This design comes from an exercise in tuning for small area on the open sky130 flow, not from production work.
Only simulation tests tie the RTL to the original design; equivalence was not proved.
Power and IR drop assume default switching activity.

--- design/flow/flow/run.sh ---
#!/bin/bash
# Standard layout, with one extra step after placement-time resizing: every
# logic cell and register is set to the smallest drive strength of its own
# function, and the port buffers to buf_1 (the later repair steps upsize
# whatever then needs it). Each tool's output goes to a log of its own.
set -euo pipefail
R=orfs/results/${FLOW_PLATFORM}/uart_fifo_top/base
bash standard.sh synth > synth.log 2>&1
bash standard.sh 3_4_place_resized > place.log 2>&1
RESULTS=$R openroad -no_init -exit flow/downsize.tcl > downsize.log 2>&1
bash standard.sh finish > finish.log 2>&1
--- design/flow/flow/downsize.tcl ---
# Set every logic cell and register of the placed design to the smallest
# cell of the same function (same name but the drive-strength suffix), and
# the port buffers to buf_1.
set odb $::env(RESULTS)/3_4_place_resized.odb
read_db $odb
set db [ord::get_db]
set block [ord::get_db_block]
set skip {^sky130_fd_sc_hd__(tap|fill|decap|diode|conb|clk|buf|inv|dly|lpflow|probe)}
set saved 0
set n 0
foreach inst [$block getInsts] {
    set m [$inst getMaster]
    set name [$m getName]
    set iname [$inst getName]
    if {[regexp {^(input|output)[0-9]+$} $iname] && [regexp {^sky130_fd_sc_hd__(buf|clkbuf|clkdlybuf4s[0-9]+)_[0-9]+$} $name]} {
        set best [$db findMaster sky130_fd_sc_hd__buf_1]
    } elseif {[regexp $skip $name]} {
        continue
    } elseif {[regexp {^(sky130_fd_sc_hd__\w+?)_(\d+)$} $name -> fam drv]} {
        set best $m
        foreach d {0 1 2} {
            set c [$db findMaster ${fam}_$d]
            if {$c ne "NULL" && $c ne "" && [$c getWidth] < [$best getWidth]} {
                set best $c
            }
        }
    } else {
        continue
    }
    if {[$best getName] ne $name} {
        set saved [expr {$saved + [$m getWidth] - [$best getWidth]}]
        incr n
        puts "swap $iname $name -> [$best getName]"
        $inst swapMaster $best
    }
}
puts "downsized $n instances, width saved [expr {$saved / 1000.0}] um"
write_db $odb
--- design/flow/standard.sh ---
#!/bin/bash
# synth_recipe.tcl (not shown) runs the flow's synth.tcl, then flattens the netlist and writes it again
# the make line also repeats each setting of config.mk as NAME=value (left out here)
make -C /OpenROAD-flow-scripts/flow DESIGN_CONFIG=/design/flow/config.mk WORK_HOME=/design/flow/orfs CLKGATE_MAP_FILE= SYNTH_SCRIPT=/design/flow/synth_recipe.tcl "${@:-finish}"
--- design/flow/config.mk ---
export PLATFORM = sky130hd
export DESIGN_NAME = uart_fifo_top
export DESIGN_NICKNAME = uart_fifo_top
export VERILOG_FILES = /design/flow/design.v
export SDC_FILE = /design/flow/constraint.sdc
export NUM_CORES = 4
export LEC_CHECK = 0
export CAP_MARGIN = 20
export CORE_MARGIN = 2
export CORE_UTILIZATION = 60
export CTS_BUF_LIST = sky130_fd_sc_hd__clkbuf_16
export CTS_CLUSTER_DIAMETER = 60
export CTS_CLUSTER_SIZE = 34
export SLEW_MARGIN = 20
export SYNTH_HIERARCHICAL = 1
export SYNTH_MINIMUM_KEEP_SIZE = 0
--- design/flow/constraint.sdc ---
create_clock -name core_clock -period 10.0 [get_ports {clk}]
set_input_delay 2.0000 -clock core_clock [delete_from_list [all_inputs] [get_ports {clk}]]
set_output_delay 2.0000 -clock core_clock [all_outputs]
set_load 0.01 [all_outputs]
--- design/flow/design.v ---
module fifo_row #(
    parameter WIDTH = 8
)(
    input   logic                       clk,
    input   logic                       i_we,
    input   logic                       i_keep,
    input   logic [WIDTH-1:0]           i_d,
    output  logic [WIDTH-1:0]           o_q
);
    always_ff @ (posedge clk)
        o_q <= ({WIDTH{i_we}} & i_d) | ({WIDTH{i_keep}} & o_q);
endmodule
module fifo_wdec (
    input   logic [5:0]                 i_ptr,
    input   logic                       i_en,
    output  logic [63:0]                o_we,
    output  logic [63:0]                o_keep
);
    always_comb begin
        for (int k = 0; k < 64; k++) begin
            o_we[k]   = i_en & (i_ptr == k);
            o_keep[k] = ~(i_en & (i_ptr == k));
        end
    end
endmodule
module fifo_sel8 #(
    parameter WIDTH = 8
)(
    input   logic [7:0]                 i_sel_n,
    input   logic [8*WIDTH-1:0]         i_d,
    output  logic [WIDTH-1:0]           o_y
);
    logic [8*WIDTH-1:0] t;
    genvar k;
    generate
        for (k = 0; k < 8; k++) begin : g_t
            assign t[k*WIDTH +: WIDTH] = {WIDTH{i_sel_n[k]}} | i_d[k*WIDTH +: WIDTH];
        end
    endgenerate
    assign o_y = t[0*WIDTH +: WIDTH] & t[1*WIDTH +: WIDTH] & t[2*WIDTH +: WIDTH] & t[3*WIDTH +: WIDTH]
               & t[4*WIDTH +: WIDTH] & t[5*WIDTH +: WIDTH] & t[6*WIDTH +: WIDTH] & t[7*WIDTH +: WIDTH];
endmodule
module fifo #(
    parameter WIDTH         = 32,
    parameter DEPTH         = 64
)(
    input   logic                       clk,
    input   logic                       i_push,
    input   logic [WIDTH-1:0]           i_wdata,
    input   logic                       i_pop,
    output  logic [WIDTH-1:0]           o_rdata,
    output  logic                       o_full,
    output  logic                       o_empty,
    input   logic                       rst_n
);
    localparam  PTR_W   = 6;
    logic [PTR_W:0]                 wptr, rptr;
    logic [WIDTH*64-1:0]            mem;
    logic                           same;
    assign same     = (wptr[PTR_W-1:0] == rptr[PTR_W-1:0]);
    assign o_full   = same & (wptr[PTR_W] ^ rptr[PTR_W]);
    assign o_empty  = same & ~(wptr[PTR_W] ^ rptr[PTR_W]);
    logic                           wen, ren;
    assign wen      = i_push & ~o_full;
    assign ren      = i_pop & ~o_empty;
    logic [63:0]                    we, keep;
    fifo_wdec u_wdec (.i_ptr(wptr[PTR_W-1:0]), .i_en(wen), .o_we(we), .o_keep(keep));
    genvar i;
    generate
        for (i = 0; i < 64; i++) begin : g_row
            fifo_row #(.WIDTH(WIDTH)) u_row (
                .clk    (clk),
                .i_we   (we[i]),
                .i_keep (keep[i]),
                .i_d    (i_wdata),
                .o_q    (mem[i*WIDTH +: WIDTH])
            );
        end
    endgenerate
    logic [7:0]                     rlo_n, rhi_n;
    always_comb begin
        for (int k = 0; k < 8; k++) begin
            rlo_n[k] = (rptr[2:0] != k);
            rhi_n[k] = (rptr[5:3] != k);
        end
    end
    logic [8*WIDTH-1:0]             part;
    generate
        for (i = 0; i < 8; i++) begin : g_grp
            fifo_sel8 #(.WIDTH(WIDTH)) u_sel (
                .i_sel_n(rlo_n),
                .i_d    (mem[i*8*WIDTH +: 8*WIDTH]),
                .o_y    (part[i*WIDTH +: WIDTH])
            );
        end
    endgenerate
    fifo_sel8 #(.WIDTH(WIDTH)) u_sel_top (.i_sel_n(rhi_n), .i_d(part), .o_y(o_rdata));
    always_ff @ (posedge clk, negedge rst_n) begin
        if (~rst_n)     wptr <= '0;
        else if (wen)   wptr <= wptr + 1'b1;
    end
    always_ff @ (posedge clk, negedge rst_n) begin
        if (~rst_n)     rptr <= '0;
        else if (ren)   rptr <= rptr + 1'b1;
    end
endmodule
module uart_tx #(
    parameter DATA_WIDTH    = 8
)(
    input   logic                       clk,
    input   logic                       i_tx_en,
    input   logic [DATA_WIDTH-1:0]      i_tx_data,
    input   logic                       i_cfg_parity,
    input   logic [1:0]                 i_cfg_bits,
    input   logic [1:0]                 i_cfg_baud,
    output  logic                       o_tx_serial,
    output  logic                       o_tx_busy,
    output  logic                       o_tx_done,
    input   logic                       rst_n
);
    localparam logic [2:0] IDLE = 3'd0, START = 3'd1, DATA = 3'd2, PARITY = 3'd3, STOP = 3'd4;
    logic [2:0]     state;
    logic [13:0]    baud_cnt;        
    logic [2:0]     bit_cnt;
    logic [7:0]     tx_data_reg;
    logic           tx_parity_reg;
    function automatic logic has(input logic [13:0] c, input logic [13:0] v);
        has = ((c & v) == v);
    endfunction
    logic           tick;
    always_comb begin
        case (i_cfg_baud)
            2'd0:    tick = has(baud_cnt, 14'd867);
            2'd1:    tick = has(baud_cnt, 14'd5207);
            2'd2:    tick = has(baud_cnt, 14'd10415);
            default: tick = 1'b1;
        endcase
    end
    logic           last_bit;
    assign last_bit = bit_cnt[2] & (bit_cnt[1:0] == i_cfg_bits);
    logic           cur_bit;
    assign cur_bit  = tx_data_reg[bit_cnt];
    assign o_tx_busy = (state != IDLE);
    always_comb begin
        case (state)
            START:   o_tx_serial = 1'b0;
            DATA:    o_tx_serial = cur_bit;
            PARITY:  o_tx_serial = tx_parity_reg;
            default: o_tx_serial = 1'b1;
        endcase
    end
    always_ff @ (posedge clk) begin
        if (state == IDLE || tick) baud_cnt <= '0;
        else                       baud_cnt <= baud_cnt + 1'b1;
        if (state == IDLE) begin
            tx_data_reg     <= i_tx_data;
            tx_parity_reg   <= 1'b0;
        end else if (state == DATA && tick) begin
            tx_parity_reg   <= tx_parity_reg ^ cur_bit;
        end
    end
    always_ff @ (posedge clk, negedge rst_n) begin
        if (~rst_n) begin
            state           <= IDLE;
            bit_cnt         <= '0;
            o_tx_done       <= 1'b0;
        end else begin
            o_tx_done       <= (state == STOP) & tick;
            case (state)
                IDLE: begin
                    if (i_tx_en) state <= START;
                end
                START: begin
                    if (tick) state <= DATA;
                end
                DATA: begin
                    if (tick) begin
                        if (last_bit) begin
                            bit_cnt     <= '0;
                            state       <= i_cfg_parity ? PARITY : STOP;
                        end else begin
                            bit_cnt     <= bit_cnt + 1'b1;
                        end
                    end
                end
                PARITY: begin
                    if (tick) state <= STOP;
                end
                default: begin
                    if (tick) state <= IDLE;
                end
            endcase
        end
    end
endmodule
module uart_rx #(
    parameter DATA_WIDTH    = 8
)(
    input   logic                       clk,
    input   logic                       i_rx_en,
    input   logic                       i_rx_serial,
    input   logic                       i_cfg_parity,
    input   logic [1:0]                 i_cfg_bits,
    input   logic [1:0]                 i_cfg_baud,
    output  logic [DATA_WIDTH-1:0]      o_rx_data,
    output  logic                       o_rx_busy,
    output  logic                       o_rx_done,
    input   logic                       rst_n
);
    localparam logic [2:0] IDLE = 3'd0, START = 3'd1, DATA = 3'd2, PARITY = 3'd3, STOP = 3'd4;
    logic [2:0]     state;
    logic [13:0]    baud_cnt;        
    logic [2:0]     bit_cnt;
    logic [4:0]     data_lo;         
    logic [7:5]     data_hi;         
    assign o_rx_data = {data_hi, data_lo};
    function automatic logic has(input logic [13:0] c, input logic [13:0] v);
        has = ((c & v) == v);
    endfunction
    logic           tick;
    always_comb begin
        tick = 1'b1;
        case (i_cfg_baud)
            2'd0: case (state)
                    START:   tick = has(baud_cnt, 14'd433);
                    STOP:    tick = has(baud_cnt, 14'd1300);
                    default: tick = has(baud_cnt, 14'd867);
                  endcase
            2'd1: case (state)
                    START:   tick = has(baud_cnt, 14'd2603);
                    STOP:    tick = has(baud_cnt, 14'd7810);
                    default: tick = has(baud_cnt, 14'd5207);
                  endcase
            2'd2: case (state)
                    START:   tick = has(baud_cnt, 14'd5207);
                    STOP:    tick = has(baud_cnt, 14'd15622);
                    default: tick = has(baud_cnt, 14'd10415);
                  endcase
            default: tick = 1'b1;
        endcase
    end
    logic           last_bit;
    assign last_bit = bit_cnt[2] & (bit_cnt[1:0] == i_cfg_bits);
    assign o_rx_busy = (state != IDLE);
    always_ff @ (posedge clk) begin
        if (state == IDLE || tick) baud_cnt <= '0;
        else                       baud_cnt <= baud_cnt + 1'b1;
        for (int k = 0; k < 5; k++)
            if (state == DATA && tick && bit_cnt == k) data_lo[k] <= i_rx_serial;
    end
    always_ff @ (posedge clk, negedge rst_n) begin
        if (~rst_n) begin
            state           <= IDLE;
            bit_cnt         <= '0;
            data_hi         <= '0;
            o_rx_done       <= 1'b0;
        end else begin
            o_rx_done       <= (state == STOP) & tick;
            case (state)
                IDLE: begin
                    if (i_rx_en && ~i_rx_serial) state <= START;
                end
                START: begin
                    if (tick && ~i_rx_serial) state <= DATA;
                end
                DATA: begin
                    if (tick) begin
                        for (int k = 5; k < 8; k++)
                            if (bit_cnt == k) data_hi[k] <= i_rx_serial;
                        if (last_bit) begin
                            bit_cnt     <= '0;
                            state       <= i_cfg_parity ? PARITY : STOP;
                        end else begin
                            bit_cnt     <= bit_cnt + 1'b1;
                        end
                    end
                end
                PARITY: begin
                    if (tick) state <= STOP;
                end
                default: begin
                    if (tick) state <= IDLE;
                end
            endcase
        end
    end
endmodule
module uart_fifo_top (
    input  logic        clk,
    input  logic        rst_n,
    input  logic        cfg_parity,
    input  logic [1:0]  cfg_bits,
    input  logic [1:0]  cfg_baud,
    input  logic        tx_push,
    input  logic [7:0]  tx_wdata,
    output logic        tx_full,
    output logic        tx_empty,
    output logic        tx_serial,
    output logic        tx_busy,
    output logic        tx_done,
    input  logic        rx_en,
    input  logic        rx_serial,
    input  logic        rx_pop,
    output logic [7:0]  rx_rdata,
    output logic        rx_full,
    output logic        rx_empty,
    output logic        rx_busy,
    output logic        rx_done
);
    logic [7:0] tx_fifo_rdata;
    logic       tx_start;
    logic [7:0] rx_data;
    assign tx_start = ~tx_empty & ~tx_busy;
    fifo #(.WIDTH(8), .DEPTH(64)) u_tx_fifo (
        .clk     (clk),
        .i_push  (tx_push),
        .i_wdata (tx_wdata),
        .i_pop   (tx_start),
        .o_rdata (tx_fifo_rdata),
        .o_full  (tx_full),
        .o_empty (tx_empty),
        .rst_n   (rst_n)
    );
    uart_tx #(.DATA_WIDTH(8)) u_uart_tx (
        .clk          (clk),
        .i_tx_en      (tx_start),
        .i_tx_data    (tx_fifo_rdata),
        .i_cfg_parity (cfg_parity),
        .i_cfg_bits   (cfg_bits),
        .i_cfg_baud   (cfg_baud),
        .o_tx_serial  (tx_serial),
        .o_tx_busy    (tx_busy),
        .o_tx_done    (tx_done),
        .rst_n        (rst_n)
    );
    uart_rx #(.DATA_WIDTH(8)) u_uart_rx (
        .clk          (clk),
        .i_rx_en      (rx_en),
        .i_rx_serial  (rx_serial),
        .i_cfg_parity (cfg_parity),
        .i_cfg_bits   (cfg_bits),
        .i_cfg_baud   (cfg_baud),
        .o_rx_data    (rx_data),
        .o_rx_busy    (rx_busy),
        .o_rx_done    (rx_done),
        .rst_n        (rst_n)
    );
    fifo #(.WIDTH(8), .DEPTH(64)) u_rx_fifo (
        .clk     (clk),
        .i_push  (rx_done),
        .i_wdata (rx_data),
        .i_pop   (rx_pop),
        .o_rdata (rx_rdata),
        .o_full  (rx_full),
        .o_empty (rx_empty),
        .rst_n   (rst_n)
    );
endmodule
==> flow_summary.toml, run 1 <==
[floorplanning]
initial_core_util_pct = 60.5
num_rows = 100
dieArea_mm2 = 0.0770
ios = 36
chipWidth_um = 277
design.core.area_mm2 = 0.0742
die_h_um = 277

[sta]
relSlewSlack_pct = 21.3
post-route-period-util_pct = 62.2
fmax_mhz = 161
rsz0062_at_grt = "false"
holdWs_ps = 453
maxSlewViolCount = 0
fin_setup_tns_ps = 0
setup_slack_ps = 3780
period_minus_slack_ps = 6220
worst_pin_slew_ps = 1180
finClkSkew_ps = 23.0
setup_viol = 0
hold_viol = 0

[worst_hold_path]
hold_path.startpoint = "u_uart_tx.tx_parity_reg"
holdPathStages = 1
hold_end = "u_uart_tx.tx_parity_reg"
hold_class = "register to register"

[yosys]
synth_flop_cell = "dfxtp_1"
syn_area_per_cell_um2 = 11.1
synth-edff-count = 13
synth-simple-area-share_pct = 10.5
ys_ff_latch = 1111
synth-compound-area-share_pct = 28.9
synthAdderAreaFrac_pct = 0.641
ys.warnings.count = 11
synth.cell_area_mm2 = 0.0449
synthMuxAreaShare_pct = 0.513
synth.yosys.seq_area_share_pct = 50.4
syn_inst = 4047
ys_async_sr_fraction_pct = 4.05
syn-num-nets = 4089
synth_top_family_by_area = "compound AO/OA/AOI/OAI gates"
synth_xor_area_share_pct = 1.32
yosysUniqueCellTypes = 76

[finish]
layout_common_cells = "dfxtp_1 (1,053), a22o_1 (1,025), o22ai_1 (580), nor2_1 (189), nand2_1 (172)"
nets = 3781
syn_to_final_growth_pct = -0.371
seq_area_mm2 = 0.0226
reg.largest.list = "u_rx_fifo.g_row.u_row.o_q: 512 flops, u_tx_fifo.g_row.u_row.o_q: 512 flops"
drive_above_1_share_pct = 5.92
multi_input_area_mm2 = 0.0176
fillers = 6144
final_common_cell = "dfxtp_1"

[placed_design]
dp_slack_ps = 4590
gp_congestion = 0.944
dpl.hpwl_um = 87200
portBuffers = 35

[worst_setup_path]
worst-path-buf-inv = 3
crit_arrival_ps = 4220
worst_setup_path_start_kind = "register"
cp_max_fo = 64
path_cells = "ha_1, ha_1, inv_2, buf_4, o22ai_1, nor4_1, o22ai_1, nor4_1, buf_1"
critPathCaptureType = "output pin"
reg2reg_depth = 7
critical_path_class = "register to output pin"
rrSetupSlack_ps = 5570
max_stage_delay_ps = 680
rr_endpoint = "u_tx_fifo.g_row[30].u_row.o_q[5]"
cp_top_family = "simple AND/OR/NAND/NOR gates"
slowest_stage = "nor4_1"
r2r_start = "u_tx_fifo.wptr[0]"
critPathRequiredTime_ps = 8000
crit_start = "u_rx_fifo.rptr[0]"

[clock_network]
cts_sinks = 1111
cts-root-buf = "clkbuf_16"
cts_made_buffers = 76
htreeDepth = 3
path_clk_slew_ps = 80
ctsResizeCount = 0
cts_tree = "yes"
postCtsHoldBufs = 0
clk_latency_ps = 660
cts_post_setup_buffers_inserted = 0
cts_max_path_buffers = 3

[global_route]
antenna_found_initial = 1
grt_pass1_wl_um = 207000
grt_max_degree = 65
grt_pass1_vias = 32600
grtUsageTotal_pct = 34.6
grt_overflow = 0

[route]
routed_wl_um = 139000
viasPerCell = 7.31
num_vias = 34900
drtIter0Drc = 4012
dr.pass1.iters = 7
avgRoutedWirePerCell_um = 29.2
route.detailed.drc = 0
postRouteAntennaNets = 0

[job]
drv_cap = 0

[power_and_ir_drop]
pwr-share-seq_pct = 42.8
power.share.clock_pct = 23.5
p_sw_share_pct = 38.3
comb_power_share_pct = 33.7
power.switching_w = 0.00550
ir_drop_mv = 0.201
p_int_w = 0.00887
power.static_leakage_nw = 17.2
power.density_mw_per_mm2 = 322

[run_status]
status = "no timing/DRC/antenna violations"
==> worst register-to-register path: cells and delay by family (launching register included) <==
kind | cells | cell delay (ps)
buffers and inverters | 1 | 390
AOI/OAI and AO/OA | 2 | 1210
xor gates and xnor gates | 1 | 200
DFF | 1 | 1050
and+or+nand+nor | 3 | 1490
==> cell families after synthesis <==
logic type,after synthesis
mux,17
simple gates,686
buf+inv,498
xor+xnor,64
fa+ha+maj,23
flops,1111
compound gates,1648
==> modules after synthesis (local to each module, per instance), a selection <==
module | flip-flops and latches | times used
uart_fifo_top | 0 | 1
fifo_wdec | 0 | 2
==> metal layers <==
metal / track usage, % / vias up / wire [um]
li1: - / 15100 / -
met5: 0.188 / - / 11
met2: 53.8 / 2078 / 61700
met3: 6.67 / 423 / 12200
met4: 18.2 / 2 / 8560
met1: 45.9 / 17200 / 56900
==> worst max-delay path by stage <==
stage | end | slack (ps) | depth (start not counted)
6_report | rx_rdata[2] | 3780 | 9
5_1_grt | rx_rdata[2] | 3660 | 9
4_1_cts | rx_rdata[2] | 3870 | 9
3_5_place_dp | rx_rdata[2] | 4590 | 9
3_3_place_gp | rx_rdata[2] | 4430 | 9
2_1_floorplan | rx_rdata[0] | 6010 | 8
==> power groups by stage <==
stage	clock, W	combinational, W	sequential (W)
after floorplan	0	0.00401	0.00597
after global placement	0	0.00527	0.00616
after detailed placement	0	0.00468	0.00618
after CTS	0.00340	0.00471	0.00610
after global routing	0.00357	0.00508	0.00623
final	0.00338	0.00485	0.00615
==> synth_stat cells, types with 6 or more instances <==
cell       count  area share, %
a21oi_1        6          0.067
clkbuf_2      36           0.40
xor2_1        35           0.68
nand4bb_1     13           0.33
and4b_1        8           0.18
a22o_1      1025             20
o21ai_0       10           0.11
dfrtp_1       45            2.5
inv_1         26           0.22
dfxtp_1     1053             47
clkbuf_1      49           0.41
nand4_1       15           0.21
mux2_2         8           0.20
nor2_2         8           0.11
or4b_4         8           0.25
nand3_1       27           0.30
nor3_1        13           0.15
buf_1          6          0.050
xnor2_1       25           0.49
nand3b_1       8           0.13
nand4b_1       8           0.16
buf_4         37           0.62
buf_2        185            2.1
and3_1        12           0.17
nand2_1      172            1.4
nor4_2       146            4.1
nor2_1       181            1.5
edfxtp_1      13           0.87
buf_6        159            4.0
nor4b_2        8           0.27
and4bb_2      12           0.33
o22ai_1      579            8.1
ha_1          23           0.64
==> final cells by class <==
class,count,share of cell area (%)
multi-input combinational,2438,39.4
clock buffer,78,4.37
antenna,1,0.00560
clock inverter,62,1.57
timing repair buffer,86,1.13
tap,969,2.71
inverter,26,0.218
sequential,1111,50.6
==> through the flow <==
step	cells	util [%]	instance area (um2)	total power [W]
final	4771	60.2	44700	0.0144
after global routing	4770	60.2	44700	0.0149
after CTS	4763	60.1	44600	0.0142
after detailed placement	4623	56.5	42000	0.0109
after global placement	4623	58.5	43400	0.0114
after floorplan	4047	-	44900	0.00998
==> run 2: changes to the inputs <==
--- a/design/flow/config.mk
+++ b/design/flow/config.mk
@@ -7,10 +7,10 @@
 export LEC_CHECK = 0
 export CAP_MARGIN = 20
 export CORE_MARGIN = 2
-export CORE_UTILIZATION = 60
+export CORE_UTILIZATION = 40
 export CTS_BUF_LIST = sky130_fd_sc_hd__clkbuf_16
-export CTS_CLUSTER_DIAMETER = 60
-export CTS_CLUSTER_SIZE = 34
+export CTS_CLUSTER_DIAMETER = 100
+export CTS_CLUSTER_SIZE = 24
 export SLEW_MARGIN = 20
 export SYNTH_HIERARCHICAL = 1
 export SYNTH_MINIMUM_KEEP_SIZE = 0
==> flow_summary.toml, run 2 <==
[worst_setup_path]
worst-path-buf-inv = 3
reg2reg_depth = 7
critical_path_class = "register to output pin"
crit_arrival_ps = 4400
r2r_start = "u_rx_fifo.wptr[3]"
max_stage_delay_ps = 650
rr_endpoint = "u_rx_fifo.g_row[54].u_row.o_q[5]"
critPathRequiredTime_ps = 8000
cp_top_family = "simple AND/OR/NAND/NOR gates"
worst_setup_path_start_kind = "register"
cp_max_fo = 33
cp_num_cells = 9
path_cells = "ha_1, ha_1, inv_2, buf_4, o22ai_1, nor4_1, o22ai_1, nor4_1, buf_1"
slowest_stage = "nor4_1"
critPathCaptureType = "output pin"
rrSetupSlack_ps = 5780

[power_and_ir_drop]
power.share.clock_pct = 18.7
pwr-share-seq_pct = 45.6
comb_power_share_pct = 35.7
power.density_mw_per_mm2 = 302
power.static_leakage_nw = 16.7
power.switching_w = 0.00506
p_sw_share_pct = 37.9
ir_drop_mv = 0.184
p_int_w = 0.00829

[clock_network]
cts_post_setup_buffers_inserted = 0
clk_latency_ps = 690
path_clk_slew_ps = 100
htreeDepth = 2
cts_max_path_buffers = 3
cts_made_buffers = 53
cts_tree = "yes"
cts_sinks = 1111
postCtsHoldBufs = 0
cts-root-buf = "clkbuf_16"
ctsResizeCount = 0

[sta]
period_minus_slack_ps = 6400
maxSlewViolCount = 0
rsz0062_at_grt = "false"
hold_viol = 0
setup_viol = 0
fin_setup_tns_ps = 0
finClkSkew_ps = 28.8
relSlewSlack_pct = 23.9
worst_pin_slew_ps = 1130
post-route-period-util_pct = 64.0
fmax_mhz = 156

[route]
num_vias = 33700
postRouteAntennaNets = 0
routed_wl_um = 139000
avgRoutedWirePerCell_um = 26.5
route.detailed.drc = 0
dr.pass1.iters = 5
drtIter0Drc = 4091
met1_length_um = 62200
wl_met2_um = 60100
wl_met3_um = 10700
top_layer = "met5"
viasPerCell = 6.45

[global_route]
grt_pass1_vias = 31500
grt_pass1_wl_um = 208000
grtUsageTotal_pct = 23.0
grt_overflow = 0
grt_max_degree = 65
antenna_found_initial = 0

[floorplanning]
die_h_um = 339
dieArea_mm2 = 0.115
ios = 36
chipWidth_um = 339
num_rows = 122
design.core.area_mm2 = 0.111
initial_core_util_pct = 40.4

[yosys]
synth.cell_area_mm2 = 0.0449
synth_flop_cell = "dfxtp_1"
ys.warnings.count = 11
synth_top_area_cell = "dfxtp_1"
synth_area_leaders = "dfxtp_1 (47%), a22o_1 (20%), o22ai_1 (8.1%), nor4_2 (4.1%), buf_6 (4.0%)"
yosysUniqueCellTypes = 76
syn_area_per_cell_um2 = 11.1
synth-edff-count = 13
syn-num-nets = 4089
synth.yosys.seq_area_share_pct = 50.4
ys_ff_latch = 1111
ys_async_sr_fraction_pct = 4.05
yosysMostFrequentCell = "dfxtp_1"
syn_inst = 4047
synth_top_cells_by_count = "dfxtp_1 (1,053), a22o_1 (1,025), o22ai_1 (579)"
synth_top_area_share_pct = 47.0

[finish]
fillers = 10800
nets = 3759
syn_to_final_growth_pct = -1.44
drive_above_1_share_pct = 4.23
reg.largest.list = "u_rx_fifo.g_row.u_row.o_q: 512 flops, u_tx_fifo.g_row.u_row.o_q: 512 flops"
layout_common_cells = "dfxtp_1 (1,053), a22o_1 (1,025), o22ai_1 (580), nor2_1 (189), nand2_1 (168)"
final_common_cell = "dfxtp_1"
fin_util_pct = 39.8

[placed_design]
gp_congestion = 0.865
dpl.hpwl_um = 85200
portBuffers = 35

[worst_hold_path]
hold_class = "register to register"
holdPathStages = 1
hold_end = "u_uart_tx.baud_cnt[0]"
hold_path.startpoint = "u_uart_tx.baud_cnt[0]"

[job]
drv_cap = 0

[run_status]
status = "no timing/DRC/antenna violations"
run 2: cell counts after synthesis:
No cell type changed its count.
run 2: area by class of cell:
class	instances	area (um2)	area share, %
Sequential cell	1111	22600	51.1
Tap cell	1488	1860	4.21
Multi-Input combinational cell	2438	17700	39.9
Antenna cell	1	2.50	0.00566
Clock inverter	18	155	0.351
Inverter	26	97.6	0.221
Clock buffer	54	1350	3.06
Timing Repair Buffer	87	499	1.13
run 2: kinds of logic (layout without fill, tap and decap cells):
family | Yosys count | after routing | synth area share [%]
xor+xnor | 64 | 64 | 1.32
buf+inv | 498 | 185 | 7.75
compound gates | 1648 | 1648 | 28.9
flops | 1111 | 1111 | 50.4
simple gates | 686 | 686 | 10.5
fa+ha+maj | 23 | 23 | 0.641
mux | 17 | 17 | 0.513
other cells | 0 | 1 | 0
run 2: power groups by stage:
stage          clock network, W  registers, W  logic, W
2_1_floorplan                 0       0.00597   0.00401
3_3_place_gp                  0       0.00615   0.00524
3_5_place_dp                  0       0.00614   0.00461
4_1_cts                 0.00254       0.00606   0.00463
5_1_grt                 0.00269       0.00619   0.00503
6_report                0.00250       0.00609   0.00476
run 2: metrics by stage:
stage	setup slack (ps)	hold WS, ps	instances	total power, W	area [um2]
floorplan	6010	418	4047	0.00998	44900
global placement	4240	437	5140	0.0114	44000
detailed placement	4020	441	5140	0.0108	42600
CTS	3270	457	5212	0.0132	44100
global route	3540	477	5222	0.0139	44200
finish	3600	457	5223	0.0134	44200
run 2: per-module statistics from Yosys, one instance, submodules excluded, excerpt:
module | flops+latches | times used | cell area, um2 | cells inside
uart_fifo_top | 0 | 1 | 3.75 | 1
fifo_wdec | 0 | 2 | 1070 | 195
run 2: worst register-to-register path, cell delays in order, from the launching register on:
cell and delay, ps:
dfrtp_1 1090, xnor2_1 230, nand3_1 120, o21ai_0 780, inv_1 410, nand3_1 740
nor2_1 430, a22o_1 330
run 2: how the worst max path moves through the flow:
| stage | startpoint | to |
|---|---|---|
| after floorplan | u_rx_fifo.rptr[0] | rx_rdata[0] |
| after global routing | u_rx_fifo.rptr[2] | rx_rdata[3] |
| final | u_rx_fifo.rptr[0] | rx_rdata[4] |
| after global placement | u_rx_fifo.rptr[2] | rx_rdata[4] |
| after CTS | u_rx_fifo.rptr[0] | rx_rdata[7] |
| after detailed placement | u_rx_fifo.rptr[0] | rx_rdata[7] |
run 2: metal layers:
layer  track usage (%)  up-vias
met5             0.333        -
met4              9.38        2
met3              3.50      249
met1              32.8    16800
met2              34.4     1566
li1                  -    15000
==> run 3: changes to the inputs <==
--- a/design/flow/design.v
+++ b/design/flow/design.v
@@ -2,24 +2,24 @@
     parameter WIDTH = 8
 )(
     input   logic                       clk,
-    input   logic                       i_we,
-    input   logic                       i_keep,
+    input   logic                       i_we_n,      
+    input   logic                       i_keep_n,    
     input   logic [WIDTH-1:0]           i_d,
     output  logic [WIDTH-1:0]           o_q
 );
     always_ff @ (posedge clk)
-        o_q <= ({WIDTH{i_we}} & i_d) | ({WIDTH{i_keep}} & o_q);
+        o_q <= ~(({WIDTH{i_we_n}} | i_d) & ({WIDTH{i_keep_n}} | o_q));
 endmodule
 module fifo_wdec (
     input   logic [5:0]                 i_ptr,
     input   logic                       i_en,
-    output  logic [63:0]                o_we,
-    output  logic [63:0]                o_keep
+    output  logic [63:0]                o_we_n,
+    output  logic [63:0]                o_keep_n
 );
     always_comb begin
         for (int k = 0; k < 64; k++) begin
-            o_we[k]   = i_en & (i_ptr == k);
-            o_keep[k] = ~(i_en & (i_ptr == k));
+            o_we_n[k]   = ~(i_en & (i_ptr == k));
+            o_keep_n[k] = i_en & (i_ptr == k);
         end
     end
 endmodule
@@ -63,16 +63,23 @@
     logic                           wen, ren;
     assign wen      = i_push & ~o_full;
     assign ren      = i_pop & ~o_empty;
-    logic [63:0]                    we, keep;
-    fifo_wdec u_wdec (.i_ptr(wptr[PTR_W-1:0]), .i_en(wen), .o_we(we), .o_keep(keep));
+    logic                           phase;
+    always_ff @ (posedge clk, negedge rst_n) begin
+        if (~rst_n) phase <= 1'b0;
+        else        phase <= ~phase;
+    end
+    logic [WIDTH-1:0]               wdata;
+    assign wdata    = i_wdata ^ {WIDTH{phase}};
+    logic [63:0]                    we_n, keep_n;
+    fifo_wdec u_wdec (.i_ptr(wptr[PTR_W-1:0]), .i_en(wen), .o_we_n(we_n), .o_keep_n(keep_n));
     genvar i;
     generate
         for (i = 0; i < 64; i++) begin : g_row
             fifo_row #(.WIDTH(WIDTH)) u_row (
                 .clk    (clk),
-                .i_we   (we[i]),
-                .i_keep (keep[i]),
-                .i_d    (i_wdata),
+                .i_we_n   (we_n[i]),
+                .i_keep_n (keep_n[i]),
+                .i_d      (wdata),
                 .o_q    (mem[i*WIDTH +: WIDTH])
             );
         end
@@ -94,7 +101,9 @@
             );
         end
     endgenerate
-    fifo_sel8 #(.WIDTH(WIDTH)) u_sel_top (.i_sel_n(rhi_n), .i_d(part), .o_y(o_rdata));
+    logic [WIDTH-1:0]               rdata;
+    fifo_sel8 #(.WIDTH(WIDTH)) u_sel_top (.i_sel_n(rhi_n), .i_d(part), .o_y(rdata));
+    assign o_rdata  = rdata ^ {WIDTH{phase}};
     always_ff @ (posedge clk, negedge rst_n) begin
         if (~rst_n)     wptr <= '0;
         else if (wen)   wptr <= wptr + 1'b1;
==> flow_summary.toml, run 3 <==
[clock_network]
cts_max_path_buffers = 3
path_clk_slew_ps = 100
ctsResizeCount = 0
cts_sinks = 1113
clk_latency_ps = 690
cts_made_buffers = 53
htreeDepth = 2
cts_tree = "yes"
cts_post_setup_buffers_inserted = 0
cts-root-buf = "clkbuf_16"
postCtsHoldBufs = 0

[route]
dr.pass1.iters = 6
drtIter0Drc = 3484
top_layer = "met4"
num_vias = 33500
viasPerCell = 6.20
met1_length_um = 62900
avgRoutedWirePerCell_um = 26.2
route.detailed.drc = 0
routed_wl_um = 142000
wl_met3_um = 9530
wl_met2_um = 63600
postRouteAntennaNets = 0

[global_route]
grtUsageTotal_pct = 21.6
grt_pass1_vias = 32200
grt_pass1_wl_um = 213000
antenna_found_initial = 0
grt_max_degree = 65
grt_overflow = 0

[sta]
rsz0062_at_grt = "false"
hold_viol = 0
maxSlewViolCount = 0
relSlewSlack_pct = 26.0
finClkSkew_ps = 29.3
worst_pin_slew_ps = 1110
fin_setup_tns_ps = 0
setup_slack_ps = 2960
setup_viol = 0
period_minus_slack_ps = 7040
post-route-period-util_pct = 70.4
fmax_mhz = 142

[power_and_ir_drop]
power.static_leakage_nw = 15.0
ir_drop_mv = 0.202
power.share.clock_pct = 20.4
p_sw_share_pct = 36.8
comb_power_share_pct = 29.9
pwr-share-seq_pct = 49.7
p_int_w = 0.00764
power.density_mw_per_mm2 = 285
power.switching_w = 0.00445

[floorplanning]
chipWidth_um = 355
ios = 36
design.core.area_mm2 = 0.122
die_h_um = 355
dieArea_mm2 = 0.126
num_rows = 128
initial_core_util_pct = 40.4

[yosys]
synth.yosys.seq_area_share_pct = 45.9
synth.cell_area_mm2 = 0.0493
ys.warnings.count = 11
yosysMostFrequentCell = "dfxtp_1"
synth_top_area_share_pct = 42.7
synth_top_cells_by_count = "dfxtp_1 (1,053), o22ai_2 (1,025), o22ai_1 (579)"
synth_area_leaders = "dfxtp_1 (43%), o22ai_2 (26%), o22ai_1 (7.3%), nor4_2 (3.7%), buf_6 (3.6%)"
ys_async_sr_fraction_pct = 4.22
ys_ff_latch = 1113
syn_area_per_cell_um2 = 12.0
synth_flop_cell = "dfxtp_1"
syn-num-nets = 4137
syn_inst = 4095
synth-edff-count = 13
yosysUniqueCellTypes = 74
synth_top_area_cell = "dfxtp_1"

[placed_design]
portBuffers = 35
dpl.hpwl_um = 90500
dp_slack_ps = 3170
gp_congestion = 0.897

[finish]
antenna_cells = 0
final_common_cell = "o22ai_1"
drive_above_1_share_pct = 4.49
fillers = 12400
seq_area_mm2 = 0.0226
nets = 3810
reg.largest.list = "u_rx_fifo.g_row.u_row.o_q: 512 flops, u_tx_fifo.g_row.u_row.o_q: 512 flops"
multi_input_area_mm2 = 0.0155
layout_common_cells = "o22ai_1 (1,604), dfxtp_1 (1,053), nor2_1 (190), nand2_1 (167), nor4_1 (144)"
syn_to_final_growth_pct = -14.0

[worst_hold_path]
hold_class = "register to register"

[run_status]
status = "no timing/DRC/antenna violations"

[worst_setup_path]
worst-path-buf-inv = 3
cp_max_fo = 40
critPathRequiredTime_ps = 8000
max_stage_delay_ps = 760
worst_setup_path_start_kind = "register"
critical_path_class = "register to output pin"
path_cells = "inv_1, nand2_1, buf_4, o22ai_1, nor4_1, o22ai_1, nor4_1, xor2_1, buf_1"
critPathCaptureType = "output pin"
cp_top_family = "simple AND/OR/NAND/NOR gates"
slowest_stage = "nand2_1"
crit_arrival_ps = 5040

[job]
drv_cap = 0
-- run 3: final timing paths --
path | start | to | slack [ps] | cells after the start
hold reg to reg | u_tx_fifo.g_row[59].u_row.o_q[6] | u_tx_fifo.g_row[59].u_row.o_q[6] | 450 | 1
setup reg to reg | u_tx_fifo.rptr[2] | u_uart_tx.tx_data_reg[7] | 5500 | 9
max in group asynchronous | rst_n | u_rx_fifo.wptr[6] | 8010 | 2
min in group asynchronous | rst_n | u_tx_fifo.wptr[6] | 1430 | 2
setup / recovery | u_rx_fifo.rptr[2] | rx_rdata[3] | 2960 | 9
hold / removal | u_tx_fifo.g_row[59].u_row.o_q[6] | u_tx_fifo.g_row[59].u_row.o_q[6] | 450 | 1
-- run 3: metrics by stage --
stage	cells	utilization (%)	instance area (um2)	total power (W)	hold slack, ps
finish	5409	34.8	42400	0.0121	449
CTS	5398	34.5	42100	0.0120	453
detailed placement	5327	33.3	40600	0.00953	440
global route	5409	34.8	42400	0.0126	464
global placement	5326	39.9	48700	0.0104	436
floorplan	4095	-	49300	0.00934	428
-- run 3: area by class of cell --
class                      instances  share of cell area (%)
timing repair buffer              95                    1.57
tap                             1625                    4.79
sequential                      1113                    53.4
clock inverter                    16                   0.230
clock buffer                      55                    3.24
multi-input combinational       2478                    36.6
inverter                          27                   0.239
-- run 3: cells by family after synthesis --
family / after synthesis / share of synthesized area [%]
AND/OR/NAND/NOR: 692 / 9.60
adder cells (fa/ha/maj): 23 / 0.583
buffers and inverters: 504 / 7.73
AO/OA/AOI/OAI: 1654 / 34.1
multiplexers: 13 / 0.335
flip-flops: 1113 / 45.9
XOR/XNOR: 96 / 1.73
-- run 3: routing by layer --
layer	vias up	track usage, %
li1	15300	-
met3	279	3.20
met2	1419	33.7
met1	16600	30.0
met5	-	0
met4	0	8.58
-- run 3: per-module statistics from Yosys, one instance, submodules excluded, excerpt --
module         cells  times used
fifo_wdec        195           2
uart_fifo_top      1           1
-- run 3: power groups by stage --
| stage | clock, W | combinational (W) | sequential [W] |
|---|---|---|---|
| 6_report | 0.00247 | 0.00362 | 0.00601 |
| 5_1_grt | 0.00267 | 0.00382 | 0.00612 |
| 4_1_cts | 0.00253 | 0.00347 | 0.00598 |
| 3_5_place_dp | 0 | 0.00347 | 0.00607 |
| 3_3_place_gp | 0 | 0.00422 | 0.00622 |
| 2_1_floorplan | 0 | 0.00329 | 0.00605 |
==> run 4: changes to the inputs <==
--- a/design/flow/config.mk
+++ b/design/flow/config.mk
@@ -7,10 +7,10 @@
 export LEC_CHECK = 0
 export CAP_MARGIN = 20
 export CORE_MARGIN = 2
-export CORE_UTILIZATION = 40
+export CORE_UTILIZATION = 55
 export CTS_BUF_LIST = sky130_fd_sc_hd__clkbuf_16
-export CTS_CLUSTER_DIAMETER = 100
-export CTS_CLUSTER_SIZE = 24
+export CTS_CLUSTER_DIAMETER = 150
+export CTS_CLUSTER_SIZE = 30
 export SLEW_MARGIN = 20
 export SYNTH_HIERARCHICAL = 1
 export SYNTH_MINIMUM_KEEP_SIZE = 0
==> flow_summary.toml, run 4 <==
[clock_network]
clk_latency_ps = 650
cts-root-buf = "clkbuf_16"
ctsResizeCount = 0
postCtsHoldBufs = 0
cts_made_buffers = 43
cts_max_path_buffers = 3
cts_tree = "yes"
path_clk_slew_ps = 120
cts_sinks = 1113
htreeDepth = 2
cts_post_setup_buffers_inserted = 0

[worst_hold_path]
hold_path.startpoint = "u_tx_fifo.g_row[41].u_row.o_q[2]"
hold_end = "u_tx_fifo.g_row[41].u_row.o_q[2]"
hold_class = "register to register"
holdPathStages = 1

[job]
drv_cap = 0

[yosys]
synth-compound-area-share_pct = 34.1
yosysUniqueCellTypes = 74
synth_top_area_cell = "dfxtp_1"
yosysMostFrequentCell = "dfxtp_1"
syn_area_per_cell_um2 = 12.0
synthMuxAreaShare_pct = 0.335
synth_top_family_by_area = "compound AO/OA/AOI/OAI gates"
synth_area_leaders = "dfxtp_1 (43%), o22ai_2 (26%), o22ai_1 (7.3%), nor4_2 (3.7%), buf_6 (3.6%)"
synth-simple-area-share_pct = 9.60
synth-edff-count = 13
synthAdderAreaFrac_pct = 0.583
ys_ff_latch = 1113
synth.cell_area_mm2 = 0.0493
syn-num-nets = 4137
syn_inst = 4095
synth.yosys.seq_area_share_pct = 45.9
ys_async_sr_fraction_pct = 4.22
synth_flop_cell = "dfxtp_1"
synth_top_area_share_pct = 42.7
synth_xor_area_share_pct = 1.73
ys.warnings.count = 11
synth_top_cells_by_count = "dfxtp_1 (1,053), o22ai_2 (1,025), o22ai_1 (579)"

[global_route]
antenna_found_initial = 1
top_usage_layer = "met2"
grt_pass1_wl_um = 210000
grtUsageMet3_pct = 3.86
grt_max_degree = 65
grtUsageMet2_pct = 49.8
grtUsageTotal_pct = 29.8
grt_pass1_vias = 32300
grtUsageMet1_pct = 37.9
grt_overflow = 0

[finish]
layout_common_cells = "o22ai_1 (1,604), dfxtp_1 (1,053), nor2_1 (190), nand2_1 (171), nor4_1 (143)"
antenna_cells = 0
nets = 3803
drive_above_1_share_pct = 4.11
final_common_cell = "o22ai_1"
syn_to_final_growth_pct = -15.9
reg.largest.list = "u_rx_fifo.g_row.u_row.o_q: 512 flops, u_tx_fifo.g_row.u_row.o_q: 512 flops"
fin_util_pct = 46.8

[worst_setup_path]
critical_path_class = "register to output pin"
worst_setup_path_start_kind = "register"
rr_endpoint = "u_uart_tx.tx_data_reg[3]"
crit_arrival_ps = 4910
r2r_start = "u_tx_fifo.rptr[0]"
rrSetupSlack_ps = 5300
max_stage_delay_ps = 710
critPathCaptureType = "output pin"
slowest_stage = "inv_2"
critPathRequiredTime_ps = 8000
path_cells = "inv_1, ha_1, inv_2, buf_4, o22ai_1, nor4_1, o22ai_1, nor4_1, xor2_1, buf_1"
reg2reg_depth = 9
cp_max_fo = 41

[placed_design]
dpl.hpwl_um = 94100
gp_congestion = 0.910
portBuffers = 35

[route]
postRouteAntennaNets = 0
dr.pass1.iters = 8
drtIter0Drc = 3338
avgRoutedWirePerCell_um = 28.7
routed_wl_um = 141000
viasPerCell = 6.86
num_vias = 33900
route.detailed.drc = 0

[power_and_ir_drop]
ir_drop_mv = 0.259
power.static_leakage_nw = 14.8
total_power_w = 0.0119
power.density_mw_per_mm2 = 287

[floorplanning]
die_h_um = 303
initial_core_util_pct = 55.6
num_rows = 109
design.core.area_mm2 = 0.0886
chipWidth_um = 303
dieArea_mm2 = 0.0921
ios = 36

[sta]
fmax_mhz = 145
worst_pin_slew_ps = 1280
fin_setup_tns_ps = 0
maxSlewViolCount = 0
setup_viol = 0
finClkSkew_ps = 52.3
relSlewSlack_pct = 14.0
hold_viol = 0
post-route-period-util_pct = 69.1
period_minus_slack_ps = 6910
rsz0062_at_grt = "false"

[run_status]
status = "no timing/DRC/antenna violations"
## run 4: cell families after synthesis
family                   count (synthesis)
adder cells (fa/ha/maj)                 23
XOR/XNOR                                96
AO/OA/AOI/OAI                         1654
buffers and inverters                  504
multiplexers                            13
AND/OR/NAND/NOR                        692
flip-flops                            1113
## run 4: per-layer routing
| metal | vias to the layer above | routed length, um |
|---|---|---|
| li1 | 15300 | - |
| met1 | 16700 | 57800 |
| met2 | 1583 | 67400 |
| met3 | 333 | 8770 |
| met4 | 0 | 7530 |
| met5 | - | 0 |
## run 4: worst max path at each step
stage,from,to,slack [ps],cells past startpoint
floorplan,tx_wdata[5],u_tx_fifo.g_row[0].u_row.o_q[5],3400,2
global placement,u_rx_fifo.rptr[2],rx_rdata[1],3720,10
detailed placement,u_rx_fifo.rptr[0],rx_rdata[4],3060,9
CTS,u_rx_fifo.rptr[0],rx_rdata[4],2350,9
global route,u_rx_fifo.rptr[2],rx_rdata[3],2990,10
finish,u_rx_fifo.rptr[2],rx_rdata[2],3090,10
## run 4: area by class of cell
cell class,instances,area (um2)
well taps,1165,1460
repair buffers,98,636
multi-input cells,2478,15500
fillers,8350,47200
clock buffers,45,1130
flip-flops and latches,1113,22600
inverters,27,101
clock inverters,11,67.6
## run 4: where the power goes
part | switching (W) | internal, W | leakage [nW] | total (W)
Sequential | 0.000636 | 0.00541 | 9.82 | 0.00604
Clock | 0.00138 | 0.000825 | 0.619 | 0.00220
Combinational | 0.00243 | 0.00122 | 4.38 | 0.00365
Total | 0.00445 | 0.00745 | 14.8 | 0.0119
## run 4: critical path, delay by kind of cell (launching register included)
family | cells | cell delay, ps
adders and majority gates | 1 | 250
AOI/OAI and AO/OA | 2 | 330
and+or+nand+nor | 2 | 1280
DFF | 1 | 630
xor gates and xnor gates | 1 | 190
buffers and inverters | 4 | 1540
## run 4: per-stage QoR
step / hold WS [ps] / cells / setup slack (ps) / cell area [um2]
3_5_place_dp: 442 / 4869 / 3060 / 40000
5_1_grt: 465 / 4937 / 2990 / 41500
3_3_place_gp: 435 / 4869 / 3720 / 48100
6_report: 449 / 4937 / 3090 / 41500
2_1_floorplan: 428 / 4095 / 3400 / 49300
4_1_cts: 452 / 4925 / 2350 / 41200
## run 4: Yosys stat by module (local to each module, per instance), excerpt
module	cell area, um2	times used	cells inside
fifo_wdec	1070	2	195
uart_fifo_top	3.75	1	1
==> run 5: changes to the inputs <==
--- a/design/flow/design.v
+++ b/design/flow/design.v
@@ -10,18 +10,47 @@
     always_ff @ (posedge clk)
         o_q <= ~(({WIDTH{i_we_n}} | i_d) & ({WIDTH{i_keep_n}} | o_q));
 endmodule
-module fifo_wdec (
-    input   logic [5:0]                 i_ptr,
+module fifo_bit_r (
+    input   logic                       clk,
+    input   logic                       rst_n,
+    input   logic                       i_we_n,
+    input   logic                       i_keep_n,
+    input   logic                       i_d,
+    output  logic                       o_q
+);
+    always_ff @ (posedge clk, negedge rst_n)
+        if (~rst_n) o_q <= 1'b0;
+        else        o_q <= ~((i_we_n | i_d) & (i_keep_n | o_q));
+endmodule
+module fifo_pdec_en (
+    input   logic [2:0]                 i_p,
     input   logic                       i_en,
-    output  logic [63:0]                o_we_n,
-    output  logic [63:0]                o_keep_n
+    output  logic [7:0]                 o_y_n
 );
-    always_comb begin
-        for (int k = 0; k < 64; k++) begin
-            o_we_n[k]   = ~(i_en & (i_ptr == k));
-            o_keep_n[k] = i_en & (i_ptr == k);
-        end
-    end
+    always_comb
+        for (int k = 0; k < 8; k++)
+            o_y_n[k] = ~(i_en & (i_p == k));
+endmodule
+module fifo_pdec (
+    input   logic [2:0]                 i_p,
+    output  logic [7:0]                 o_y_n
+);
+    always_comb
+        for (int k = 0; k < 8; k++)
+            o_y_n[k] = ~(i_p == k);
+endmodule
+module fifo_wsel (
+    input   logic                       i_a_n,
+    input   logic                       i_b_n,
+    output  logic                       o_y
+);
+    assign o_y = ~(i_a_n | i_b_n);
+endmodule
+module fifo_inv (
+    input   logic                       i_a,
+    output  logic                       o_y
+);
+    assign o_y = ~i_a;
 endmodule
 module fifo_sel8 #(
     parameter WIDTH = 8
@@ -63,23 +92,20 @@
     logic                           wen, ren;
     assign wen      = i_push & ~o_full;
     assign ren      = i_pop & ~o_empty;
-    logic                           phase;
-    always_ff @ (posedge clk, negedge rst_n) begin
-        if (~rst_n) phase <= 1'b0;
-        else        phase <= ~phase;
-    end
-    logic [WIDTH-1:0]               wdata;
-    assign wdata    = i_wdata ^ {WIDTH{phase}};
+    logic [7:0]                     wlo_n, whi_n;
+    fifo_pdec_en u_wlo (.i_p(wptr[2:0]), .i_en(wen), .o_y_n(wlo_n));
+    fifo_pdec    u_whi (.i_p(wptr[5:3]), .o_y_n(whi_n));
     logic [63:0]                    we_n, keep_n;
-    fifo_wdec u_wdec (.i_ptr(wptr[PTR_W-1:0]), .i_en(wen), .o_we_n(we_n), .o_keep_n(keep_n));
     genvar i;
     generate
         for (i = 0; i < 64; i++) begin : g_row
+            fifo_wsel u_wsel (.i_a_n(wlo_n[i%8]), .i_b_n(whi_n[i/8]), .o_y(keep_n[i]));
+            fifo_inv  u_winv (.i_a(keep_n[i]), .o_y(we_n[i]));
             fifo_row #(.WIDTH(WIDTH)) u_row (
                 .clk    (clk),
                 .i_we_n   (we_n[i]),
                 .i_keep_n (keep_n[i]),
-                .i_d      (wdata),
+                .i_d      (i_wdata),
                 .o_q    (mem[i*WIDTH +: WIDTH])
             );
         end
@@ -101,9 +127,7 @@
             );
         end
     endgenerate
-    logic [WIDTH-1:0]               rdata;
-    fifo_sel8 #(.WIDTH(WIDTH)) u_sel_top (.i_sel_n(rhi_n), .i_d(part), .o_y(rdata));
-    assign o_rdata  = rdata ^ {WIDTH{phase}};
+    fifo_sel8 #(.WIDTH(WIDTH)) u_sel_top (.i_sel_n(rhi_n), .i_d(part), .o_y(o_rdata));
     always_ff @ (posedge clk, negedge rst_n) begin
         if (~rst_n)     wptr <= '0;
         else if (wen)   wptr <= wptr + 1'b1;
@@ -118,7 +142,8 @@
 )(
     input   logic                       clk,
     input   logic                       i_tx_en,
-    input   logic [DATA_WIDTH-1:0]      i_tx_data,
+    input   logic [DATA_WIDTH-1:0]      i_tx_data,       
+    input   logic                       i_phase,         
     input   logic                       i_cfg_parity,
     input   logic [1:0]                 i_cfg_bits,
     input   logic [1:0]                 i_cfg_baud,
@@ -131,7 +156,7 @@
     logic [2:0]     state;
     logic [13:0]    baud_cnt;        
     logic [2:0]     bit_cnt;
-    logic [7:0]     tx_data_reg;
+    logic [7:0]     tx_data_reg;     
     logic           tx_parity_reg;
     function automatic logic has(input logic [13:0] c, input logic [13:0] v);
         has = ((c & v) == v);
@@ -148,7 +173,7 @@
     logic           last_bit;
     assign last_bit = bit_cnt[2] & (bit_cnt[1:0] == i_cfg_bits);
     logic           cur_bit;
-    assign cur_bit  = tx_data_reg[bit_cnt];
+    assign cur_bit  = tx_data_reg[bit_cnt] ^ i_phase;
     assign o_tx_busy = (state != IDLE);
     always_comb begin
         case (state)
@@ -158,11 +183,19 @@
             default: o_tx_serial = 1'b1;
         endcase
     end
+    logic           idle;
+    assign idle = (state == IDLE);
+    fifo_row #(.WIDTH(8)) u_data (
+        .clk      (clk),
+        .i_we_n   (o_tx_busy),
+        .i_keep_n (idle),
+        .i_d      (i_tx_data),
+        .o_q      (tx_data_reg)
+    );
     always_ff @ (posedge clk) begin
         if (state == IDLE || tick) baud_cnt <= '0;
         else                       baud_cnt <= baud_cnt + 1'b1;
         if (state == IDLE) begin
-            tx_data_reg     <= i_tx_data;
             tx_parity_reg   <= 1'b0;
         end else if (state == DATA && tick) begin
             tx_parity_reg   <= tx_parity_reg ^ cur_bit;
@@ -208,10 +241,11 @@
     input   logic                       clk,
     input   logic                       i_rx_en,
     input   logic                       i_rx_serial,
+    input   logic                       i_phase,         
     input   logic                       i_cfg_parity,
     input   logic [1:0]                 i_cfg_bits,
     input   logic [1:0]                 i_cfg_baud,
-    output  logic [DATA_WIDTH-1:0]      o_rx_data,
+    output  logic [DATA_WIDTH-1:0]      o_rx_data,       
     output  logic                       o_rx_busy,
     output  logic                       o_rx_done,
     input   logic                       rst_n
@@ -220,13 +254,28 @@
     logic [2:0]     state;
     logic [13:0]    baud_cnt;        
     logic [2:0]     bit_cnt;
-    logic [4:0]     data_lo;         
-    logic [7:5]     data_hi;         
-    assign o_rx_data = {data_hi, data_lo};
+    logic           tick;            
+    logic [7:0]     wr;
+    logic           sample;
+    assign sample = i_rx_serial ^ i_phase;
+    genvar k;
+    generate
+        for (k = 0; k < 8; k++) begin : g_bit
+            assign wr[k] = (state == DATA) & tick & (bit_cnt == k);
+            if (k < 5) begin : g_lo
+                fifo_row #(.WIDTH(1)) u_bit (
+                    .clk (clk), .i_we_n (~wr[k]), .i_keep_n (wr[k]),
+                    .i_d (sample), .o_q (o_rx_data[k]));
+            end else begin : g_hi
+                fifo_bit_r u_bit (
+                    .clk (clk), .rst_n (rst_n), .i_we_n (~wr[k]), .i_keep_n (wr[k]),
+                    .i_d (sample), .o_q (o_rx_data[k]));
+            end
+        end
+    endgenerate
     function automatic logic has(input logic [13:0] c, input logic [13:0] v);
         has = ((c & v) == v);
     endfunction
-    logic           tick;
     always_comb begin
         tick = 1'b1;
         case (i_cfg_baud)
@@ -254,14 +303,11 @@
     always_ff @ (posedge clk) begin
         if (state == IDLE || tick) baud_cnt <= '0;
         else                       baud_cnt <= baud_cnt + 1'b1;
-        for (int k = 0; k < 5; k++)
-            if (state == DATA && tick && bit_cnt == k) data_lo[k] <= i_rx_serial;
     end
     always_ff @ (posedge clk, negedge rst_n) begin
         if (~rst_n) begin
             state           <= IDLE;
             bit_cnt         <= '0;
-            data_hi         <= '0;
             o_rx_done       <= 1'b0;
         end else begin
             o_rx_done       <= (state == STOP) & tick;
@@ -274,8 +320,6 @@
                 end
                 DATA: begin
                     if (tick) begin
-                        for (int k = 5; k < 8; k++)
-                            if (bit_cnt == k) data_hi[k] <= i_rx_serial;
                         if (last_bit) begin
                             bit_cnt     <= '0;
                             state       <= i_cfg_parity ? PARITY : STOP;
@@ -319,11 +363,17 @@
     logic [7:0] tx_fifo_rdata;
     logic       tx_start;
     logic [7:0] rx_data;
+    logic [7:0] rx_fifo_rdata;
+    logic       phase;
+    always_ff @ (posedge clk, negedge rst_n) begin
+        if (~rst_n) phase <= 1'b0;
+        else        phase <= ~phase;
+    end
     assign tx_start = ~tx_empty & ~tx_busy;
     fifo #(.WIDTH(8), .DEPTH(64)) u_tx_fifo (
         .clk     (clk),
         .i_push  (tx_push),
-        .i_wdata (tx_wdata),
+        .i_wdata (tx_wdata ^ {8{phase}}),
         .i_pop   (tx_start),
         .o_rdata (tx_fifo_rdata),
         .o_full  (tx_full),
@@ -334,6 +384,7 @@
         .clk          (clk),
         .i_tx_en      (tx_start),
         .i_tx_data    (tx_fifo_rdata),
+        .i_phase      (phase),
         .i_cfg_parity (cfg_parity),
         .i_cfg_bits   (cfg_bits),
         .i_cfg_baud   (cfg_baud),
@@ -346,6 +397,7 @@
         .clk          (clk),
         .i_rx_en      (rx_en),
         .i_rx_serial  (rx_serial),
+        .i_phase      (phase),
         .i_cfg_parity (cfg_parity),
         .i_cfg_bits   (cfg_bits),
         .i_cfg_baud   (cfg_baud),
@@ -359,9 +411,10 @@
         .i_push  (rx_done),
         .i_wdata (rx_data),
         .i_pop   (rx_pop),
-        .o_rdata (rx_rdata),
+        .o_rdata (rx_fifo_rdata),
         .o_full  (rx_full),
         .o_empty (rx_empty),
         .rst_n   (rst_n)
     );
+    assign rx_rdata = rx_fifo_rdata ^ {8{phase}};
 endmodule
--- a/design/flow/config.mk
+++ b/design/flow/config.mk
@@ -8,7 +8,7 @@
 export CAP_MARGIN = 20
 export CORE_MARGIN = 2
 export CORE_UTILIZATION = 55
-export CTS_BUF_LIST = sky130_fd_sc_hd__clkbuf_16
+export CTS_BUF_LIST = sky130_fd_sc_hd__clkbuf_8 sky130_fd_sc_hd__clkbuf_16
 export CTS_CLUSTER_DIAMETER = 150
 export CTS_CLUSTER_SIZE = 30
 export SLEW_MARGIN = 20
==> flow_summary.toml, run 5 <==
[power_and_ir_drop]
power.static_leakage_nw = 14.7
power.density_mw_per_mm2 = 294
ir_drop_mv = 0.267
total_power_w = 0.0119

[clock_network]
postCtsHoldBufs = 0
cts-root-buf = "clkbuf_16"
cts_post_setup_buffers_inserted = 0
cts_tree = "yes"
cts_sinks = 1112
cts_made_buffers = 43
path_clk_slew_ps = 110
ctsResizeCount = 0
clk_latency_ps = 640
cts_max_path_buffers = 3
htreeDepth = 2

[placed_design]
dp_cells = 4809
gp_congestion = 0.912
dpl.hpwl_um = 83700
dp_slack_ps = 3970
portBuffers = 35

[sta]
setup_slack_ps = 3230
worst_pin_slew_ps = 1200
fmax_mhz = 148
post-route-period-util_pct = 67.7
fin_setup_tns_ps = 0
period_minus_slack_ps = 6770
relSlewSlack_pct = 19.8
finClkSkew_ps = 44.3
hold_viol = 0
rsz0062_at_grt = "false"
setup_viol = 0
maxSlewViolCount = 0

[finish]
drive_above_1_share_pct = 3.13
syn_to_final_growth_pct = -16.2
layout_common_cells = "o22ai_1 (1,617), dfxtp_1 (1,062), nor2_1 (190), inv_1 (164), nor4_1 (145)"
reg.largest.list = "u_rx_fifo.g_row.u_row.o_q: 512 flops, u_tx_fifo.g_row.u_row.o_q: 512 flops"
fin_util_pct = 46.6
fillers = 8154
final_cells = 4863
multi_input_area_mm2 = 0.0143
final_common_cell = "o22ai_1"
nets = 3741
seq_area_mm2 = 0.0225

[floorplanning]
design.core.area_mm2 = 0.0869
dieArea_mm2 = 0.0903
die_h_um = 300
initial_core_util_pct = 55.6
ios = 36
chipWidth_um = 300
num_rows = 108

[route]
routed_wl_um = 132000
postRouteAntennaNets = 0
num_vias = 32700
route.detailed.drc = 0
viasPerCell = 6.73
dr.pass1.iters = 6
drtIter0Drc = 3468
avgRoutedWirePerCell_um = 27.2

[yosys]
ys.warnings.count = 15
ys_ff_latch = 1112
yosysUniqueCellTypes = 61
syn_inst = 3994
synth.cell_area_mm2 = 0.0483
yosysMostFrequentCell = "dfxtp_1"
synth_area_leaders = "dfxtp_1 (44%), o22ai_2 (27%), o22ai_1 (7.6%), nor4_2 (3.7%), buf_6 (3.6%)"
synth_top_cells_by_count = "dfxtp_1 (1,066), o22ai_2 (1,033), o22ai_1 (584)"
synth_top_area_share_pct = 44.1
ys_async_sr_fraction_pct = 4.14
syn_area_per_cell_um2 = 12.1
synth.yosys.seq_area_share_pct = 46.5
synth-edff-count = 0
syn-num-nets = 4036
synth_flop_cell = "dfxtp_1"
synth_top_area_cell = "dfxtp_1"

[global_route]
grtUsageTotal_pct = 28.2
grt_pass1_vias = 31400
grt_pass1_wl_um = 199000
antenna_found_initial = 0
grt_overflow = 0
grt_max_degree = 65

[worst_setup_path]
critical_path_class = "register to output pin"
critPathCaptureType = "output pin"
critPathRequiredTime_ps = 8000
r2r_start = "u_rx_fifo.wptr[4]"
crit_start = "u_rx_fifo.rptr[0]"
crit_arrival_ps = 4770
worst_setup_path_start_kind = "register"
cp_max_fo = 48

[run_status]
status = "no timing/DRC/antenna violations"

[job]
drv_cap = 0

[worst_hold_path]
hold_path.startpoint = "u_rx_fifo.g_row[25].u_row.o_q[2]"
hold_class = "register to register"
==> run 5: cell count changes in the layout (fill, tap and decap cells not counted), sizes merged, moves of 6 or more <==
| cell | change |
|---|---|
| and4bb | -12 |
| nor4b | -8 |
| dfxtp | +13 |
| edfxtp | -13 |
| xor2 | -14 |
| inv | +131 |
| and4b | -8 |
| or4b | -6 |
| nand4bb | -6 |
| buf | -11 |
| nand2 | -123 |
| o22ai | +13 |
==> run 5: power breakdown <==
part	internal, W	switching, W
clock	0.000824	0.00138
combinational	0.00117	0.00225
sequential	0.00543	0.000868
total	0.00742	0.00450
==> run 5: area by class of cell <==
cell class,instances,share of cell area [%]
flip-flops and latches,1112,55.5
diodes,1,0.00617
repair buffers,84,1.23
multi-input cells,2297,35.3
clock buffers,45,2.78
clock inverters,8,0.139
well taps,1155,3.57
inverters,161,1.49
==> run 5: routing by layer <==
layer  global-route usage, %  share of wire [%]
met3                    3.67                6.5
met4                    10.3                3.8
met2                    46.4                 47
met5                       0                  0
met1                    37.9                 43
==> run 5: modules after synthesis, one instance, submodules excluded, a selection <==
| module | flip-flops and latches | area (um2) | cells | times used |
|---|---|---|---|---|
| fifo_inv | 0 | 3.75 | 1 | 128 |
| fifo_bit_r | 1 | 31.3 | 2 | 3 |
| fifo_pdec_en | 0 | 76.3 | 8 | 2 |
| fifo_pdec | 0 | 60.1 | 8 | 2 |
| uart_fifo_top | 1 | 204 | 21 | 1 |
| fifo_wsel | 0 | 3.75 | 1 | 128 |
==> run 5: metrics by stage <==
stage	cell area, um2	hold WS [ps]
after floorplan	48300	423
final	40500	451
after global routing	40500	465
after CTS	40500	458
after global placement	47200	434
after detailed placement	39300	441
==> run 5: critical path, cell delays in order (launching register included) <==
cell and delay, ps:
dfrtp_1 480, ha_1 270, ha_1 210, inv_2 280
buf_4 590, o22ai_1 160, nor4_1 740, o22ai_1 170
nor4_1 800, xor2_1 210, buf_1 180
==> run 5: kinds of logic after synthesis <==
family | Yosys count | share of synthesized area (%)
AOI/OAI and AO/OA | 1661 | 35.0
DFF | 1112 | 46.5
buffers and inverters | 585 | 8.47
and+or+nand+nor | 518 | 7.46
xor gates and xnor gates | 83 | 1.57
adders and majority gates | 23 | 0.595
muxes | 12 | 0.349
==> run 5: path summary, 6_finish.rpt <==
check / endpoint / slack [ps] / cells past startpoint
worst max-delay path: rx_rdata[2] / 3230 / 10
worst min-delay path: u_rx_fifo.g_row[25].u_row.o_q[2] / 450 / 1
worst max register to register: u_rx_fifo.g_row[62].u_row.o_q[0] / 5720 / 8
worst min register to register: u_rx_fifo.g_row[25].u_row.o_q[2] / 450 / 1
max in group asynchronous: u_uart_rx.g_bit[7].g_hi.u_bit.o_q / 8050 / 2
min in group asynchronous: u_uart_tx.state[0] / 1430 / 2

[port drivers added, routing unchanged]
No port has a modelled driver above. Below, the same layouts with a new extraction and two added sets of constraints.
Step 1 assumes that a clkbuf_16 drives the clock port and a buf_2 every other input.
Step 2, shift: input delay + t, output delay - t, t = (earliest + latest rising clock arrival at the registers) / 2. This alone moves slack from input paths to output paths.
Three values: ideal ports, drivers, drivers and shift; two values: the first two.
| run | t, ns | slack for setup (ns) | worst setup path at the end |
|---|---|---|---|
| run 1 | 0.708 | 3.781 / 3.715 / 4.423 | register to output |
| run 2 | 0.750 | 3.599 / 3.528 / 4.278 | register to output |
| run 3 | 0.740 | 2.958 / 2.892 / 3.631 | register to output |
| run 4 | 0.686 | 3.093 / 3.028 / 3.714 | register to output |
| run 5 | 0.691 | 3.234 / 3.160 / 3.851 | register to output |
After both steps every run listed still meets setup and hold.
